Context: an optimization exercise on an open-source flow, tuned for small area. The choices shown serve that exercise and are no tape-out recipe.
Only the layout flow was run in this run; the RTL was not checked for function there.
Power and IR drop assume default switching activity.

--- design/flow/run.sh ---
#!/bin/bash
# synth_recipe.tcl (not shown) runs the flow's synth.tcl, then flattens the netlist and writes it again
# the make line also repeats each setting of config.mk as NAME=value (left out here)
make -C /OpenROAD-flow-scripts/flow DESIGN_CONFIG=/design/flow/config.mk WORK_HOME=/design/flow/orfs CLKGATE_MAP_FILE= SYNTH_SCRIPT=/design/flow/synth_recipe.tcl finish
--- design/flow/design.v ---
module memory (
    input [3:0] addr1,
    input [3:0] addr2,
    input [3:0] addr3,
    input [2:0] opcode,
    input [15:0] valorGuardarRAM,
    input [2:0] stateCPU,
    input clk,
    input rst,
    output [15:0] v1RAM, 
	 output [15:0] v2RAM,
    output stored, read, cleared
);
	 reg [15:0] v1RAMReg;
	 reg [15:0] v2RAMReg;
	 reg storedReg;
	 reg readReg;
	 reg clearedReg;
    parameter OFF = 3'b000,
              FETCH = 3'b001,
              DECODE = 3'b010,
              READ = 3'b011,
              CALC = 3'b100,
				  WAIT = 3'b101,
				  STORE = 3'b110,
              SHOW = 3'b111;
    parameter LOAD = 3'b000,
              ADD = 3'b001,
              ADDI = 3'b010,
              SUB = 3'b011,
              SUBI = 3'b100,
              MUL = 3'b101,
              CLEAR = 3'b110,
              DISPLAY = 3'b111;
    reg [15:0] ram [15:0];  
    integer i;
	 integer j;
    always @ (posedge clk) begin
        if (rst) readReg <= 1'b0;
        else if (stateCPU == READ) begin
            case(opcode)
                ADD: begin
                    v1RAMReg <= ram[addr1];
                    v2RAMReg <= ram[addr2];
                end
                ADDI: v1RAMReg <= ram[addr1];
                SUB: begin
                    v1RAMReg <= ram[addr1];
                    v2RAMReg <= ram[addr2];
                end
                SUBI: v1RAMReg <= ram[addr1];
                MUL: v1RAMReg <= ram[addr1];
                DISPLAY: v1RAMReg <= ram[addr1];
                default: begin end  
            endcase
				readReg <= 1'b1;
        end
        else readReg <= 1'b0;
    end
    always @ (posedge clk) begin
        if (rst) begin
            storedReg <= 1'b0;
            clearedReg <= 1'b0;
        end
        else if (stateCPU == STORE) begin
            case(opcode)
                LOAD: ram[addr1] <= valorGuardarRAM;
                ADD: ram[addr3] <= valorGuardarRAM;
                ADDI: ram[addr2] <= valorGuardarRAM;
                SUB: ram[addr3] <= valorGuardarRAM;
                SUBI: ram[addr2] <= valorGuardarRAM;
                MUL: ram[addr2] <= valorGuardarRAM;
                CLEAR: for (i = 0; i < 16; i = i + 1) ram[i] <= 16'b0000000000000000;
                default: begin end  
            endcase
				storedReg <= 1'b1;
        end
		  else if (stateCPU == OFF && ~clearedReg) begin
			 for (j = 0; j < 16; j = j + 1) ram[j] <= 16'b0000000000000000;
		  end
		  else if (stateCPU == FETCH) begin
				storedReg <= 1'b0;
				clearedReg <= 1'b0;
		  end
    end
	 assign stored = storedReg;
	 assign read = readReg;
	 assign cleared = clearedReg;
	 assign v2RAM = v2RAMReg;
	 assign v1RAM = v1RAMReg;
endmodule
module module_alu (
    input [2:0] opcode,
    input sinalImm,
    input [5:0] Imm,
    input [15:0] v1ULA,
    input [15:0] v2ULA,
    input [2:0] stateCPU,
    input clk,
    input rst,
    output [15:0] valorGuardarULA,
    output decoded,
    output calculated
);
	 reg decodedReg;
	 reg calculatedReg;
	 reg [15:0] resultReg;
    parameter OFF = 3'b000,
              FETCH = 3'b001,
              DECODE = 3'b010,
              READ = 3'b011,
              CALC = 3'b100,
				  WAIT = 3'b101,
				  STORE = 3'b110,
              SHOW = 3'b111;
    parameter LOAD = 3'b000,
              ADD = 3'b001,
              ADDI = 3'b010,
              SUB = 3'b011,
              SUBI = 3'b100,
              MUL = 3'b101,
              CLEAR = 3'b110,
              DISPLAY = 3'b111;
    reg [2:0] state;  
    always @ (posedge clk) begin
        if (rst) decodedReg <= 1'b0;
        else if (stateCPU == DECODE) begin
            case(opcode)
                LOAD: state <= LOAD;
                ADD: state <= ADD;
                ADDI: state <= ADDI;
                SUB: state <= SUB;
                SUBI: state <= SUBI;
                MUL: state <= MUL;
                CLEAR: state <= CLEAR;
                DISPLAY: state <= DISPLAY;
            endcase
            decodedReg <= 1'b1;
        end
        else decodedReg <= 1'b0;
    end
    always @ (posedge clk) begin
        if (rst) calculatedReg <= 1'b0;
        else if (stateCPU == CALC) begin
            case(state)
                LOAD: resultReg <= {sinalImm, Imm}; 
                ADD: resultReg <= v1ULA + v2ULA;
                ADDI: begin
                    if (sinalImm) resultReg <= v1ULA - Imm;
                    else resultReg <= v1ULA + Imm;
                end
                SUB: resultReg <= v1ULA - v2ULA;
                SUBI: begin
                    if (sinalImm) resultReg <= v1ULA + Imm;
                    else resultReg <= v1ULA - Imm;
                end
                MUL: begin
                    if (sinalImm) resultReg <= v1ULA * Imm * -1;
                    else resultReg <= v1ULA * Imm;
                end
                CLEAR: resultReg <= 16'b0000000000000000;
                DISPLAY: resultReg <= v1ULA;
            endcase
            calculatedReg <= 1'b1;
        end
        else calculatedReg <= 1'b0;
    end
	 assign valorGuardarULA = resultReg;
	 assign calculated = calculatedReg;
	 assign decoded = decodedReg;
endmodule
module module_mini_cpu (
    input [2:0] opcode,
    input [3:0] addr1,
    input [3:0] addr2,
    input [6:0] addr3OuImm,  
    input ligar, enviar, clk,
    input rst,
    output [15:0] result,
	 output on,
	 output [2:0] estado,
	 output reg EN, RW, RS,
	 output reg [7:0] saidaLCD
);
    parameter OFF = 3'b000,
              FETCH = 3'b001,
              DECODE = 3'b010,
              READ = 3'b011,
              CALC = 3'b100,
			     ESPERA = 3'b101,
			     STORE = 3'b110,
              SHOW = 3'b111;
    parameter LOAD = 3'b000,
              ADD = 3'b001,
              ADDI = 3'b010,                                             
              SUB = 3'b011,
              SUBI = 3'b100,
              MUL = 3'b101,                                                               
              CLEAR = 3'b110,
              DISPLAY = 3'b111;
	 parameter MS = 5;
    parameter WRITE = 0, WAIT = 1;
    reg stateLCD;
    reg [7:0] instructions;
    reg [31:0] counter;
    reg [7:0] d_milhar, milhar, centena, dezena, unidade, dm, m, c, d, u;
    reg sinal;		  
    wire [15:0] resultadoULA; 
    wire [15:0] v1RAMpULALCD, v2RAMpULALCD; 
    reg [2:0] state;
    reg ligarApertou, enviarApertou; 
	 reg done;
	 reg doneligou;
	 reg ligou;
	 reg [2:0] opcodeReg; 
	 reg [3:0] addr1Reg;
	 reg [3:0] addr2Reg;
	 reg [6:0] addr3OuImmReg;
	 reg onReg;
	 reg [2:0] estadoReg;
	 reg signed [15:0] valorAbs;
	 reg signed [15:0] resultReg;
    wire decoded;
    wire calculated;
    wire stored;
    wire read;
	 wire cleared;
    memory memoriaRAM (
        .addr1(addr1Reg),
        .addr2(addr2Reg),
        .addr3(addr3OuImmReg[6:3]),
        .opcode(opcodeReg),
        .valorGuardarRAM(resultadoULA),
		  .stateCPU(state),
        .clk(clk),
        .rst(rst),
        .v1RAM(v1RAMpULALCD),
        .v2RAM(v2RAMpULALCD),
        .stored(stored),
        .read(read),
		  .cleared(cleared)
    );
    module_alu ula (
        .opcode(opcodeReg),
        .sinalImm(addr3OuImmReg[6]),
        .Imm(addr3OuImmReg[5:0]),
        .v1ULA(v1RAMpULALCD),
        .v2ULA(v2RAMpULALCD),
        .clk(clk),
        .rst(rst),
		  .stateCPU(state),
        .valorGuardarULA(resultadoULA),
        .decoded(decoded),
        .calculated(calculated)
    );
    always @ (posedge clk) begin
      if (rst) begin
        state <= OFF;
        ligou <= 0;
        ligarApertou <= 1'b0;
        enviarApertou <= 1'b0;
        onReg <= 1'b0;
        estadoReg <= OFF;
        resultReg <= 16'b0000000000000000;
      end else begin
        case(state)
            FETCH: begin   
					  if (~enviar) enviarApertou <= 1'b1;
					  else begin
							if (enviarApertou) begin
									enviarApertou <= 1'b0;
									opcodeReg <= opcode;
									addr1Reg <= addr1;
									addr2Reg <= addr2;
									addr3OuImmReg <= addr3OuImm;
									if (ligou) begin 
										state <= DECODE;
									end
									else begin 
										state <= DECODE;
									end
							end
					  end
					 onReg <= 1'b0;
					 estadoReg <= state;
            end
            DECODE: begin		
					 ligou <= 0;
					 if (decoded) state <= READ;
					 onReg <= 1'b0;
					 estadoReg <= state;
            end
            READ: begin
                if (read) state <= CALC;
					 onReg <= 1'b0;
					 estadoReg <= state;
            end
            CALC: begin
					if (calculated) state <= ESPERA;
					onReg <= 1'b0;
					estadoReg <= state;
            end
				ESPERA: begin
					state <= STORE;
				end
				STORE: begin
					if (stored) state <= SHOW;
					onReg <= 1'b0;
					estadoReg <= state;
				end
            SHOW: begin
				    resultReg <= resultadoULA;
					 if (done) state <= FETCH;
					 onReg <= 1'b0;
					 estadoReg <= state;
            end
            OFF: begin 
					 onReg <= 1'b1;
					 estadoReg <= state;
					 resultReg <= 16'b0000000000000000;
            end
        endcase
		  if (~ligar) ligarApertou <= 1'b1;
		  else begin
				if (ligarApertou) begin
						ligarApertou <= 1'b0;
						if (state == OFF) begin
							state <= FETCH;
							ligou <= 1;
						end
						else begin
							state <= OFF;
						end
				end
		  end
      end
    end
    always @ (posedge clk) begin
        if (rst) begin
            stateLCD <= WRITE;
            instructions <= 0;
            counter <= 0;
            done <= 0;
            doneligou <= 0;
        end
        else if (state == OFF) begin 
            case(stateLCD)
                WRITE: begin
                    if (counter == MS - 1) begin
                        counter <= 0;
                        stateLCD <= WAIT;
                    end
                    else counter <= counter + 1;
                end
                WAIT : begin
                    if(counter == MS - 1) begin
                        counter <= 0;
                        stateLCD <= WRITE;
                        if (instructions <=  1) instructions <= instructions + 1;
								else begin 
                            instructions <= 0;
                        end
                    end
                    else counter <= counter + 1;
                end
                default: begin end
            endcase
        end
        else if (state == SHOW) begin
            case(stateLCD)
                WRITE: begin
                    if(counter == MS - 1) begin
                        counter <= 0;
                        stateLCD <= WAIT;
                    end
                    else counter <= counter + 1;
                end
                WAIT: begin
                    if(counter == MS - 1) begin
                        counter <= 0;
                        stateLCD <= WRITE;
                        if (instructions < 40) instructions <= instructions + 1;
                        else begin 
								    done <= 1;
                            instructions <= 0;
                        end
                    end
                    else counter <= counter + 1;
                end
                default: begin end
            endcase
        end
		  else if (ligou && state == FETCH) begin
            case(stateLCD)
                WRITE: begin
                    if(counter == MS - 1) begin
                        counter <= 0;
                        stateLCD <= WAIT;
                    end
                    else counter <= counter + 1;
                end
                WAIT: begin
                    if(counter == MS - 1) begin
                        counter <= 0;
                        stateLCD <= WRITE;
                        if (instructions < 40) instructions <= instructions + 1;
                        else begin 
								    doneligou <= 1;
                            instructions <= 0;
                        end
                    end
                    else counter <= counter + 1;
                end
                default: begin end
            endcase
        end
		  else if (state == FETCH) begin
				done <= 0;
            instructions <= 0;
				stateLCD <= WRITE;
				counter <= 0;
		  end
		  else if (state == DECODE) begin
				doneligou <= 0;
		  end
	 end
    always @ (posedge clk) begin
		if (rst) begin
			d_milhar <= 0;
			milhar <= 0;
			centena <= 0;
			dezena <= 0;
			unidade <= 0;
			sinal <= 0;
			EN <= 0;
			RW <= 0;
			RS <= 0;
			saidaLCD <= 0;
		end
		else if (state == OFF || state == STORE) begin 
			 case (stateLCD)
				  WRITE: EN <= 1;
				  WAIT: EN <= 0;
				  default: EN <= EN;
			 endcase
			 case (instructions) 
				  1: begin saidaLCD <= 8'h08; RS <= 0; end  
			 endcase
		end
		else if (ligou && ~doneligou) begin
			case (stateLCD)
				  WRITE: EN <= 1;
				  WAIT: EN <= 0;
				  default: EN <= EN;
			endcase
		   case (instructions)
				1: begin saidaLCD <= 8'h38; RS <= 0; end  
				2: begin saidaLCD <= 8'h0E; RS <= 0; end  
				3: begin saidaLCD <= 8'h01; RS <= 0; end  
				4: begin saidaLCD <= 8'h02; RS <= 0; end  
				5: begin saidaLCD <= 8'h06; RS <= 0; end  
				6: begin saidaLCD <= 8'h2D; RS <= 1; end
				7: begin saidaLCD <= 8'h2D; RS <= 1; end
				8: begin saidaLCD <= 8'h2D; RS <= 1; end
				9: begin saidaLCD <= 8'h2D; RS <= 1; end
				10: begin saidaLCD <= 8'h20; RS <= 1; end  
				11: begin saidaLCD <= 8'h20; RS <= 1; end  
				12: begin saidaLCD <= 8'h20; RS <= 1; end  
				13: begin saidaLCD <= 8'h20; RS <= 1; end  
				14: begin saidaLCD <= 8'h20; RS <= 1; end  
				15: begin saidaLCD <= 8'h20; RS <= 1; end  
				16: begin saidaLCD <= 8'h5B; RS <= 1; end  
				17: begin saidaLCD <= 8'h2D; RS <= 1; end
				18: begin saidaLCD <= 8'h2D; RS <= 1; end
				19: begin saidaLCD <= 8'h2D; RS <= 1; end
				20: begin saidaLCD <= 8'h2D; RS <= 1; end
				21: begin saidaLCD <= 8'h5D; RS <= 1; end  
				22: begin saidaLCD <= 8'hC0; RS <= 0; end 
				23: begin saidaLCD <= 8'h20; RS <= 1; end  
				24: begin saidaLCD <= 8'h20; RS <= 1; end  
				25: begin saidaLCD <= 8'h20; RS <= 1; end  
				26: begin saidaLCD <= 8'h20; RS <= 1; end  
				27: begin saidaLCD <= 8'h20; RS <= 1; end  
				28: begin saidaLCD <= 8'h20; RS <= 1; end  
				29: begin saidaLCD <= 8'h20; RS <= 1; end  
				30: begin saidaLCD <= 8'h20; RS <= 1; end  
				31: begin saidaLCD <= 8'h20; RS <= 1; end  
				32: begin saidaLCD <= 8'h20; RS <= 1; end  
				33: begin saidaLCD <= 8'h2B; RS <= 1; end       
				34: begin saidaLCD <= 8'h30; RS <= 1; end
				35: begin saidaLCD <= 8'h30; RS <= 1; end
				36: begin saidaLCD <= 8'h30; RS <= 1; end
				37: begin saidaLCD <= 8'h30; RS <= 1; end
				38: begin saidaLCD <= 8'h30; RS <= 1; end
				39: begin saidaLCD <= 8'h0C; RS <= 0; end
			endcase
		end
		else if (state == SHOW) begin
			 case (stateLCD)
				  WRITE: EN <= 1;
				  WAIT: EN <= 0;
				  default: EN <= EN;
			 endcase
				  sinal <= resultReg < 0;
				  valorAbs = resultReg < 0 ? -resultReg : resultReg;
              unidade  <= valorAbs % 10;
              dezena   <= (valorAbs / 10) % 10;
              centena  <= (valorAbs / 100) % 10;
              milhar   <= (valorAbs / 1000) % 10;
              d_milhar <= (valorAbs / 10000) % 10;
				  case (instructions)
						1: begin saidaLCD <= 8'h38; RS <= 0; end  
						2: begin saidaLCD <= 8'h0E; RS <= 0; end  
						3: begin saidaLCD <= 8'h01; RS <= 0; end  
						4: begin saidaLCD <= 8'h02; RS <= 0; end  
						5: begin saidaLCD <= 8'h06; RS <= 0; end  
						6: begin 
							 if (opcodeReg == ADDI || opcodeReg == ADD) begin saidaLCD <= 8'h41; RS <= 1; end  
							 else if (opcodeReg == SUBI || opcodeReg == SUB) begin saidaLCD <= 8'h53; RS <= 1; end  
							 else if (opcodeReg == MUL) begin saidaLCD <= 8'h4D; RS <= 1; end  
							 else if (opcodeReg == DISPLAY) begin saidaLCD <= 8'h44; RS <= 1; end  
							 else if (opcodeReg == CLEAR) begin saidaLCD <= 8'h43; RS <= 1; end    
							 else if (opcodeReg == LOAD) begin saidaLCD <= 8'h4C; RS <= 1; end    
						end 
						7: begin 
							 if (opcodeReg == ADDI || opcodeReg == ADD) begin saidaLCD <= 8'h44; RS <= 1; end  
							 else if (opcodeReg == SUBI || opcodeReg == SUB || opcodeReg == MUL) begin saidaLCD <= 8'h55; RS <= 1; end  
							 else if (opcodeReg == DISPLAY) begin saidaLCD <= 8'h50; RS <= 1; end  
							 else if (opcodeReg == CLEAR) begin saidaLCD <= 8'h4C; RS <= 1; end  
										else if (opcodeReg == LOAD) begin saidaLCD <= 8'h4F; RS <= 1; end  
						end
						8:  begin 
							 if (opcodeReg == ADDI || opcodeReg == ADD) begin saidaLCD <= 8'h44; RS <= 1; end  
							 else if (opcodeReg == SUB || opcodeReg == SUBI) begin saidaLCD <= 8'h42; RS <= 1; end  
							 else if (opcodeReg == MUL || opcodeReg == DISPLAY) begin saidaLCD <= 8'h4C; RS <= 1; end  
							 else if (opcodeReg == CLEAR) begin saidaLCD <= 8'h45; RS <= 1; end  
										else if (opcodeReg == LOAD) begin saidaLCD <= 8'h41; RS <= 1; end  
						end
						9: begin 
							 if (opcodeReg == ADDI || opcodeReg == SUBI) begin saidaLCD <= 8'h49; RS <= 1; end    
							 else if (opcodeReg == CLEAR) begin saidaLCD <= 8'h41; RS <= 1; end  
										else if (opcodeReg == LOAD) begin saidaLCD <= 8'h44; RS <= 1; end  
							 else begin saidaLCD <= 8'h20; RS <= 1; end                                     
						end
						10: begin
							 if(opcodeReg == CLEAR) begin saidaLCD <= 8'h52; RS <= 1; end 
										else if (opcodeReg == LOAD) begin saidaLCD <= 8'h20; RS <= 1; end    
							 else begin saidaLCD <= 8'h20; RS <= 1; end  
						end
						11: begin saidaLCD <= 8'h20; RS <= 1; end  
						12: begin saidaLCD <= 8'h20; RS <= 1; end  
						13: begin saidaLCD <= 8'h20; RS <= 1; end  
						14: begin saidaLCD <= 8'h20; RS <= 1; end  
						15: begin saidaLCD <= 8'h20; RS <= 1; end  
						16: begin 
							 if (opcodeReg == CLEAR) begin saidaLCD <= 8'h20; RS <= 1; end  
							 else begin saidaLCD <= 8'h5B; RS <= 1; end  
						end
						17: begin 
							 if (opcodeReg == ADD || opcodeReg == SUB) begin
								  saidaLCD <= addr3OuImmReg[6]?8'h31 : 8'h30; RS <= 1;
							 end
							 else if (opcodeReg == ADDI || opcodeReg == SUBI || opcodeReg == MUL) begin 
								  saidaLCD <= addr2Reg[3]?8'h31 : 8'h30; RS <= 1;
							 end
							 else if (opcodeReg == DISPLAY || opcodeReg == LOAD) begin
								  saidaLCD <= addr1Reg[3]?8'h31 : 8'h30; RS <= 1;
							 end
							 else if (opcodeReg == CLEAR) begin 
								  saidaLCD <= 8'h20; RS <= 1;      
							 end 
						end
						18: begin
							 if (opcodeReg == ADD || opcodeReg == SUB) begin
								  saidaLCD <= addr3OuImmReg[5]?8'h31 : 8'h30; RS <= 1;
							 end
							 else if (opcodeReg == ADDI || opcodeReg == SUBI || opcodeReg == MUL) begin 
								  saidaLCD <= addr2Reg[2]?8'h31 : 8'h30; RS <= 1;
							 end
							 else if (opcodeReg == DISPLAY || opcodeReg == LOAD) begin
								  saidaLCD <= addr1Reg[2]?8'h31 : 8'h30; RS <= 1;
							 end
							 else if (opcodeReg == CLEAR) begin 
								  saidaLCD <= 8'h20; RS <= 1;      
							 end 
						end
						19: begin 
							 if (opcodeReg == ADD || opcodeReg == SUB) begin
								  saidaLCD <= addr3OuImmReg[4]?8'h31 : 8'h30; RS <= 1;
							 end
							 else if (opcodeReg == ADDI || opcodeReg == SUBI || opcodeReg == MUL) begin 
								  saidaLCD <= addr2Reg[1]?8'h31 : 8'h30; RS <= 1;
							 end
							 else if (opcodeReg == DISPLAY || opcodeReg == LOAD) begin
								  saidaLCD <= addr1Reg[1]?8'h31 : 8'h30; RS <= 1;
							 end
							 else if (opcodeReg == CLEAR) begin 
								  saidaLCD <= 8'h20; RS <= 1;      
							 end 
						end
						20: begin 
							 if (opcodeReg == ADD || opcodeReg == SUB) begin
								  saidaLCD <= addr3OuImmReg[3]?8'h31 : 8'h30; RS <= 1;
							 end
							 else if (opcodeReg == ADDI || opcodeReg == SUBI || opcodeReg == MUL) begin 
								  saidaLCD <= addr2Reg[0]?8'h31 : 8'h30; RS <= 1;
							 end
							 else if (opcodeReg == DISPLAY || opcodeReg == LOAD) begin
								  saidaLCD <= addr1Reg[0]?8'h31 : 8'h30; RS <= 1;
							 end
							 else if (opcodeReg == CLEAR) begin 
								  saidaLCD <= 8'h20; RS <= 1;      
							 end 
						end
						21: begin 
							 if (opcodeReg == CLEAR) begin saidaLCD <= 8'h20; RS <= 1; end  
							 else begin saidaLCD <= 8'h5D; RS <= 1; end  
						end
						22: begin saidaLCD <= 8'hC0; RS <= 0; end 
						23: begin saidaLCD <= 8'h20; RS <= 1; end  
						24: begin saidaLCD <= 8'h20; RS <= 1; end  
						25: begin saidaLCD <= 8'h20; RS <= 1; end  
						26: begin saidaLCD <= 8'h20; RS <= 1; end  
						27: begin saidaLCD <= 8'h20; RS <= 1; end  
						28: begin saidaLCD <= 8'h20; RS <= 1; end  
						29: begin saidaLCD <= 8'h20; RS <= 1; end  
						30: begin saidaLCD <= 8'h20; RS <= 1; end  
						31: begin saidaLCD <= 8'h20; RS <= 1; end  
						32: begin saidaLCD <= 8'h20; RS <= 1; end  
						33: begin 
							 if (opcodeReg == CLEAR) begin saidaLCD <= 8'h20; RS <= 1; end  
							 else begin
								  if (sinal == 0) begin  saidaLCD <= 8'h2B; RS <= 1; end        
								  else begin saidaLCD <= 8'h2D; RS <= 1; end                    
							 end
						end
						34: begin 
							 if (opcodeReg == CLEAR) begin saidaLCD <= 8'h20; RS <= 1; end  
							 else begin saidaLCD <= 8'h30 + d_milhar; RS <= 1; end
						end
						35: begin 
							 if (opcodeReg == CLEAR) begin saidaLCD <= 8'h20; RS <= 1; end  
							 else begin saidaLCD <= 8'h30 + milhar; RS <= 1; end
						end
						36: begin 
							 if (opcodeReg == CLEAR) begin saidaLCD <= 8'h20; RS <= 1; end  
							 else begin saidaLCD <= 8'h30 + centena; RS <= 1; end
						end
						37: begin 
							 if (opcodeReg == CLEAR) begin saidaLCD <= 8'h20; RS <= 1; end  
							 else begin saidaLCD <= 8'h30 + dezena; RS <= 1; end
						end
						38: begin 
							 if (opcodeReg == CLEAR) begin saidaLCD <= 8'h20; RS <= 1; end  
							 else begin saidaLCD <= 8'h30 + unidade; RS <= 1; end
						end
						39: begin
							 saidaLCD <= 8'h0C; RS <= 0; 
						end
				  endcase  
		end
   end
	 assign on = onReg;
	 assign result = resultReg;
	 assign estado = estadoReg;
endmodule
--- design/flow/config.mk ---
export PLATFORM = sky130hd
export DESIGN_NAME = module_mini_cpu
export DESIGN_NICKNAME = module_mini_cpu
export VERILOG_FILES = /design/flow/design.v
export SDC_FILE = /design/flow/constraint.sdc
export NUM_CORES = 4
export LEC_CHECK = 0
export CAP_MARGIN = 20
export CORE_MARGIN = 2
export CORE_UTILIZATION = 40
export SLEW_MARGIN = 20
--- design/flow/constraint.sdc ---
create_clock -name core_clock -period 12.0 [get_ports {clk}]
set_input_delay 2.4000 -clock core_clock [delete_from_list [all_inputs] [get_ports {clk}]]
set_output_delay 2.4000 -clock core_clock [all_outputs]
set_load 0.01 [all_outputs]
==> notes.md <==
[worst paths after layout]
| check | from | to | slack [ns] | cells after the start |
|---|---|---|---|---|
| worst max-delay path | resultReg[1]$_SDFFE_PP0P_ | dezena[6]$_SDFFE_PP0P_ | 0.64 | 57 |
| worst min-delay path | centena[3]$_SDFFE_PP0P_ | centena[3]$_SDFFE_PP0P_ | 0.46 | 2 |
| worst max register to register | resultReg[1]$_SDFFE_PP0P_ | dezena[6]$_SDFFE_PP0P_ | 0.64 | 57 |
| worst min register to register | centena[3]$_SDFFE_PP0P_ | centena[3]$_SDFFE_PP0P_ | 0.46 | 2 |
[through the flow]
stage          TNS [ns]  util (%)  hold slack (ns)  worst slack, ns
2_1_floorplan         0         -           0.4244           0.1551
3_3_place_gp          0     42.44           0.4398           0.2223
3_5_place_dp          0     42.44           0.4490          0.01865
4_1_cts               0     44.39           0.4580          0.03272
5_1_grt         -0.1754     45.06           0.4762          -0.1630
6_report              0     45.06           0.4557           0.6448
[area by class of cell]
class | instances | share of cell area (%)
multi-input cells | 3095 | 61.28
flip-flops and latches | 449 | 24.84
repair buffers | 222 | 4.636
well taps | 1155 | 3.708
clock buffers | 73 | 3.638
inverters | 127 | 1.226
clock inverters | 17 | 0.6774
[Yosys cell counts, types with 43 or more instances]
cell / instances / area [µm²]
ha_1: 92 / 1151
o21ai_0: 150 / 750.7
clkbuf_1: 230 / 863.3
nor3_1: 94 / 470.5
nor2_1: 571 / 2143
mux4_2: 160 / 3603
a211oi_1: 43 / 322.8
fa_1: 48 / 960.9
nand2_1: 348 / 1306
edfxtp_1: 69 / 2072
mux2i_1: 294 / 2943
inv_1: 125 / 469.2
a21oi_1: 200 / 1001
xor2_1: 56 / 490.5
xnor2_1: 123 / 1077
dfxtp_1: 380 / 7607
nand3_1: 97 / 485.5
[timing repair]
item	in CTS	in global routing
setup buffers	0	23
hold buffers	0	0
gates cloned	0	1
endpoints found under the setup margin	1	12
resized for setup	1	76
pin swaps	1	21
[critical path: cells and delay by family (launching register included)]
kind	cells	cell delay, ns
adder cells (fa/ha/maj)	6	1.39
XOR/XNOR	3	0.68
multiplexers	3	0.65
flip-flops	1	0.31
buffers and inverters	8	1.27
AND/OR/NAND/NOR	14	2.34
AO/OA/AOI/OAI	23	4.51
[cells in the final DEF, fill, tap and decap left out, types with 15 or more instances in the layout]
cell type,instances
nor2_1,559
o2111ai_1,17
ha_1,89
a21o_1,38
o21ai_0,148
nand2b_1,37
or3_1,24
o221ai_1,18
o211ai_1,34
clkbuf_16,50
and2_1,36
nor2b_1,24
a221oi_1,15
xor2_1,56
clkdlybuf4s50_1,50
and3_1,27
edfxtp_1,69
buf_4,168
a211oi_1,41
a21oi_1,193
fa_1,48
nand3_1,96
xnor2_1,119
o22ai_1,24
nor3_1,86
nor4_1,27
dfxtp_1,380
o21a_1,21
mux4_2,160
nand2_1,348
clkbuf_1,15
mux2i_1,291
inv_1,125
a22oi_1,38
o31ai_1,26
o21bai_1,16
a31oi_1,34
nand4_1,30
[where the power goes]
part	total [µW]	switching, µW	internal (µW)	leakage, µW
clock	1570	661	914	0.000819
sequential	1530	3.60	1530	0.00377
combinational	80.4	57.5	22.8	0.0102
[per-layer routing]
layer / vias up / routed length, µm / track usage (%)
met5: - / 0 / 0
met4: 0 / 3030 / 6.631
met3: 190 / 5851 / 2.450
met2: 972 / 47000 / 36.02
met1: 14720 / 47560 / 31.74
li1: 14480 / - / -
[sequential cells by signal, summed over array words and instances, names as in the netlist, 16 cells and up]
signal / count
memoriaRAM.ram: 256
counter: 32
memoriaRAM.v1RAMReg: 16
memoriaRAM.v2RAMReg: 16
resultReg: 16
ula.resultReg: 16
[cell families (layout without fill, tap and decap cells)]
kind of cell               count (synthesis)  in the layout  share of synthesized area (%)
xor gates and xnor gates                 185            185                          4.790
DFF                                      449            449                          27.84
muxes                                    467            467                          19.28
adders and majority gates                146            146                          6.259
buffers and inverters                    423            439                          4.815
AOI/OAI and AO/OA                        874            875                          18.04
and+or+nand+nor                         1421           1421                          18.96
other                                      1              1                        0.01079
==> flow_summary.json <==
{
  "cp-start-kind": "register",
  "clock_sinks": 449,
  "layout-drive-gt1-share_pct": 15.16,
  "num_io_pins": 53,
  "netlist_instances": 3966,
  "slew_violations": 0,
  "grt_pass1_vias": 28530,
  "area.sequential_um2": 9679,
  "multi_input_area_um2": 23880,
  "dr.pass1.iters": 6,
  "cpMaxStageDelayCell": "a2111o_1",
  "grt_max_degree": 93,
  "setup_viol": 0,
  "area_growth_pct": 12.10,
  "synthDistinctLibCells": 137,
  "routed_wl_um": 103400,
  "cts_tree": "yes",
  "synth_area_per_cell_um2": 8.766,
  "die_w_um": 298.8,
  "critPathMaxFanout": 12,
  "cts_root_buf": "clkbuf_16",
  "ys_ff_latch": 449,
  "max_slew.worst_pin.slew_ns": 0.9682,
  "syn_nets": 4128,
  "hold_viol_final": 0,
  "antenna_found_initial": 1,
  "place.gp.congestion": 0.9172,
  "max_cap_viol_count": 0,
  "p_per_area_nw_per_um2": 81.74,
  "synth_edf_count": 69,
  "dp.cells": 5024,
  "finalPower_uw": 3186,
  "worstPathRequired_ns": 12.44,
  "cts_buffers": 49,
  "die_area_um2": 89290,
  "status": "timing/DRC/antenna clean",
  "critPathKind": "register to register",
  "cp.arrival_ns": 11.79,
  "fin_crit_sh_pct": 94.63,
  "wire_per_inst_um": 20.13,
  "fin_cells": 5138,
  "vias_per_cell": 5.910,
  "portBuffers": 51,
  "design_area_um2": 38970,
  "leakage_uw": 0.01478,
  "antennaDiodeCount": 0,
  "critPathCaptureType": "register",
  "fmax_mhz": 88.07,
  "die_y_um": 298.8,
  "syn-cell-area_um2": 34770,
  "ys_warn_count": 3,
  "ant_nets": 0,
  "grt_overflow_total": 0,
  "vias": 30370,
  "clock_latency_ns": 0.62,
  "finClkSkew_ns": 0.04399,
  "ys.flop_type": "dfxtp_1",
  "fill_cells": 8433,
  "ys_seq_area_share_pct": 27.84,
  "dpl_cell_area_um2": 36710,
  "num_rows": 108,
  "cpPeakStageDelay_ns": 0.46,
  "cpMostUsedCell": "buf_4",
  "ys_async_sr_fraction_pct": 0,
  "ir_worst_vdd_mv": 0.1107,
  "grt_pass1_wl_um": 163300,
  "cts_max_level": 2,
  "hp-class": "register to register",
  "initial_core_util_pct": 40.20,
  "drt_iter0_markers": 2975,
  "min_period_ns": 11.36,
  "max-slew-margin-rel_pct": 35.01,
  "nets": 4106,
  "drc": 0,
  "clkTransAtPathRegs_ns": 0.06,
  "cts_max_path_buffers": 3,
  "core_um2": 86480,
  "dp_hpwl_um": 71000,
  "grtUsageTotal_pct": 22.41
}

-- afterwards: timing with drivers on the ports --
Ports are ideal in the flow. The routed layout listed here was re-timed in OpenROAD. Step 1, drivers: a clkbuf_16 drives clk and a buf_2 each remaining input, both assumed. Step 2, shift: input delay + t, output delay - t, t = (earliest + latest rising clock arrival at the registers) / 2. This alone moves slack from input paths to output paths. Three values: no drivers, after step 1, after step 2; two values: the first two.
t, ns: 0.666
slack for setup (ns): 0.645 / 0.645 / 0.645
hold slack, ns: 0.456 / 0.456 / 0.456
worst setup path after step 2: register to register
cell pins on the clock port's net: 1
After both steps setup and hold are still met in this run. The setup slack of this run moves by 0.000 ns with the drivers and by 0.000 ns with both steps.
